This is an optimization exercise on Yosys and OpenROAD, whose aim is small area, not a production implementation. In this exercise RTL edits were held to simulation tests only and were not proved equivalent to the original. No activity file was given, so power comes from the tool's default toggle rates.

== alpha ==
Design APP, start of the top module:
module APP (
  input CLK,
  input CLR,
  input CE,
  input BTN_FILL_FACTOR_INC,
  input BTN_FILL_FACTOR_DEC,
  input BTN_SEL_INC,
  input BTN_SEL_DEC,
  output [7:0] DISP_7SEG_DATA,
  output [7:0] DISP_7SEG_EN,
  output RGB_R_CH,
  output RGB_G_CH,
  output RGB_B_CH
);
  reg [6:0] pre;
  reg [9:0] cnt;
  wire tick = CE & (&pre);          
  wire tick_rgb = CE & pre[0];      
  wire [7:0] tp;
  wire [10:0] tc;
  assign tp[0] = CE;
  assign tc[0] = tick;
  genvar i;
  generate
    for (i = 0; i < 7; i = i + 1) begin : pre_chain
      assign tp[i+1] = tp[i] & pre[i];
    end
    for (i = 0; i < 10; i = i + 1) begin : cnt_chain
      assign tc[i+1] = tc[i] & cnt[i];
    end
  endgenerate
  always @(posedge CLK or posedge CLR) begin
    if (CLR) begin
      pre <= 7'd28;
      cnt <= 10'd16;
    end else begin
      pre <= (pre ^ tp[6:0]) | {2'b00, {3{tp[7]}}, 2'b00};
      cnt <= (cnt ^ tc[9:0]) | {5'b0, {2{tc[10]}}, 3'b0};
    end
  end
  wire [2:0] dig = cnt[2:0];
  wire blink = ~(cnt[9] & (|cnt[8:2]) & ~(&cnt[8:3]));
  wire init = ~|{cnt[9:5], cnt[3], cnt[0]};
  wire start = ~|{cnt[9:5], cnt[3:0]} & ~tick;
  reg [10:0] ui, ud;
  wire ui_held = |ui[10:2];
  wire ud_held = |ud[10:2];
  wire ui_end = ui[10] & ui[8] & ui[7] & ui[6] & ui[5];    
  wire ud_end = ud[10] & ud[8] & ud[7] & ud[6] & ud[5];
  wire ui_up = tick & ((~ui_held & ui[1] & ui[0]) | ui_end);
  wire ud_up = tick & ((~ud_held & ud[1] & ud[0]) | ud_end);
  wire [11:0] ti, td;
  assign ti[0] = tick;
  assign td[0] = tick;
  generate
  ...
For scale: roughly 84 flip-flops, about 26 I/O pins, about 4100 um^2 of cells after synthesis.
export LEC_CHECK = 0
export CAP_MARGIN = 20
export CORE_MARGIN = 2
export CORE_UTILIZATION = 50
export SLEW_MARGIN = 20
create_clock -name core_clock -period 10.0 [get_ports {CLK}]
standard.sh (not shown) runs the stock make flow with config.mk's settings and CLKGATE_MAP_FILE= SYNTH_SCRIPT=/design/flow/synth_recipe.tcl, a recipe that flattens the netlist after the stock synthesis.
==> flow/flow/run.sh <==
#!/bin/bash
# Standard ORFS layout with an area-oriented ABC mapping script (no adder
# extraction before it), small port
# buffers and a clock tree without dummy loads.
set -euo pipefail
HERE=$(pwd)
rm -rf "$HERE/scripts_local"
cp -r "$FLOW_HOME/scripts" "$HERE/scripts_local"
cp "$HERE/flow/abc_area.script" "$HERE/scripts_local/abc_area.script"
# Leave adders and counters to ABC instead of mapping them to half/full
# adder cells first (registers are not affected).
sed -i 's/^  extract_fa {\*}\[dont_use_extract_fa_args\]/  # extract_fa skipped/' "$HERE/scripts_local/synth.tcl"
grep -q "extract_fa skipped" "$HERE/scripts_local/synth.tcl"
bash standard.sh \
  SCRIPTS_DIR="$HERE/scripts_local" \
  ABC_AREA=1 \
  BUFFER_PORTS_ARGS="-buffer_cell sky130_fd_sc_hd__buf_1" \
  CTS_ARGS="-sink_clustering_enable -sink_clustering_size 100 -sink_clustering_max_diameter 500 -buf_list {sky130_fd_sc_hd__clkbuf_4 sky130_fd_sc_hd__clkbuf_8} -dont_use_dummy_load -repair_clock_nets" \
  finish > "$HERE/orfs_flow.log" 2>&1
==> flow/flow/abc_area.script <==
strash
&get -n
&st
&dch -f
&nf -R 1000
&put
alpha | stages: all done | timing, DRC, antenna: all pass
#### Input delta (beta over alpha)
--- a/flow/design.v
+++ b/flow/design.v
@@ -33,25 +33,26 @@
   always @(posedge CLK or posedge CLR) begin
     if (CLR) begin
       pre <= 7'd28;
       cnt <= 10'd16;
     end else begin
       pre <= (pre ^ tp[6:0]) | {2'b00, {3{tp[7]}}, 2'b00};
       cnt <= (cnt ^ tc[9:0]) | {5'b0, {2{tc[10]}}, 3'b0};
     end
   end
   wire [2:0] dig = cnt[2:0];
   wire blink = ~(cnt[9] & (|cnt[8:2]) & ~(&cnt[8:3]));
   wire init = ~|{cnt[9:5], cnt[3], cnt[0]};
-  wire start = ~|{cnt[9:5], cnt[3:0]} & ~tick;
+  wire first = ~|{cnt[9:5], cnt[3:0]};
+  wire start = first & ~tick;
   reg [10:0] ui, ud;
   wire ui_held = |ui[10:2];
   wire ud_held = |ud[10:2];
   wire ui_end = ui[10] & ui[8] & ui[7] & ui[6] & ui[5];    
   wire ud_end = ud[10] & ud[8] & ud[7] & ud[6] & ud[5];
   wire ui_up = tick & ((~ui_held & ui[1] & ui[0]) | ui_end);
   wire ud_up = tick & ((~ud_held & ud[1] & ud[0]) | ud_end);
   wire [11:0] ti, td;
   assign ti[0] = tick;
   assign td[0] = tick;
   generate
     for (i = 0; i < 11; i = i + 1) begin : rep_chain
@@ -123,26 +124,26 @@
   wire ff_inc = ui_up & ~ud_held;
   wire ff_dec = ud_up & ~ui_held;
   reg [7:0] ff_r, ff_g, ff_b;
   wire [7:0] cur = sel[1] ? (sel[0] ? ff_b : ff_g) : ff_r;
   wire [8:0] c;
   assign c[0] = ff_inc | ff_dec;
   generate
     for (i = 0; i < 8; i = i + 1) begin : chain
       assign c[i+1] = c[i] & ~(cur[i] ^ ff_inc);
     end
   endgenerate
   wire [7:0] nxt = cur ^ c[7:0];
-  always @(posedge CLK or posedge CLR) begin
-    if (CLR) begin
+  always @(posedge CLK) begin
+    if (start) begin
       ff_r <= 8'd0;
       ff_g <= 8'd0;
       ff_b <= 8'd0;
     end else begin
       if (sel == 2'd1) ff_r <= nxt;
       if (sel == 2'd2) ff_g <= nxt;
       if (sel == 2'd3) ff_b <= nxt;
     end
   end
   reg [7:0] p;
   wire [8:0] tq;
   assign tq[0] = tick_rgb;
@@ -159,27 +160,27 @@
   end
   wire [8:0] cr, cg, cb;
   assign cr[0] = 1'b0;
   assign cg[0] = 1'b0;
   assign cb[0] = 1'b0;
   generate
     for (i = 0; i < 8; i = i + 1) begin : cmp
       assign cr[i+1] = (p[i] & ff_r[i]) | (cr[i] & (p[i] | ff_r[i]));
       assign cg[i+1] = (p[i] & ff_g[i]) | (cg[i] & (p[i] | ff_g[i]));
       assign cb[i+1] = (p[i] & ff_b[i]) | (cb[i] & (p[i] | ff_b[i]));
     end
   endgenerate
-  assign RGB_R_CH = ~CLR & cr[8];
-  assign RGB_G_CH = ~CLR & cg[8];
-  assign RGB_B_CH = ~CLR & cb[8];
+  assign RGB_R_CH = ~CLR & ~first & cr[8];
+  assign RGB_G_CH = ~CLR & ~first & cg[8];
+  assign RGB_B_CH = ~CLR & ~first & cb[8];
   assign DISP_7SEG_EN = {2'b11, ~({6{CE}} & {dig == 3'd6, dig == 3'd5, dig == 3'd4,
                                              dig == 3'd3, dig == 3'd2, dig == 3'd1})};
   reg [3:0] data;
   reg a_dp;
   wire [3:0] mux_data;
   wire mux_dp;
   wire _00_;
   wire _01_;
   wire _02_;
   wire _03_;
   wire _04_;
   wire _05_;
[summary]
Between alpha and beta, the difference in ratio of routed vias to standard cells is negligible. beta ended up with a higher first-pass iteration count of the detailed router than alpha did. beta reports its critical path's slowest cell as o21ai_0 while alpha reports nor2_1. Changes observed in beta relative to alpha: area fraction of clock buffers and clock inverters about even, power down about 17%, total placed instance area now sits lower, synthesized-area fraction occupied by xor and xnor cells saw a decrease, post-cts sizing count did not really move. Peak clock frequency supported by timing on beta is down relative to alpha. Share of synthesized flip-flops with an asynchronous set or reset (higher): alpha. When beta is set beside alpha, its synthesized cell count turns out to be about 1.3% smaller.

==> what the ideal ports hide <==
Ports are ideal in the flow. The routed layouts listed here were re-timed in OpenROAD. Step 1, drivers: a clkbuf_16 drives CLK and a buf_2 each remaining input, both assumed. Step 2 adds t to the input delays and takes it off the output delays; t is the mean of the earliest and latest rising clock arrival at the registers after step 1. Input paths then give back, and output paths get back, about the clock's delay inside the block. Slacks: ideal / step 1 / step 2; pairs: ideal / step 1.
run	t, ns	slack for setup (ns)	clock arrival spread, ns
alpha	0.369	4.621 / 4.628 / 4.259	0.017 / 0.018
beta	0.362	4.546 / 4.556 / 4.194	0.026 / 0.026
After both steps every run listed still meets setup and hold. The setup slack of alpha, which loses most, moves by +0.007 ns with the drivers and by -0.362 ns with both steps.
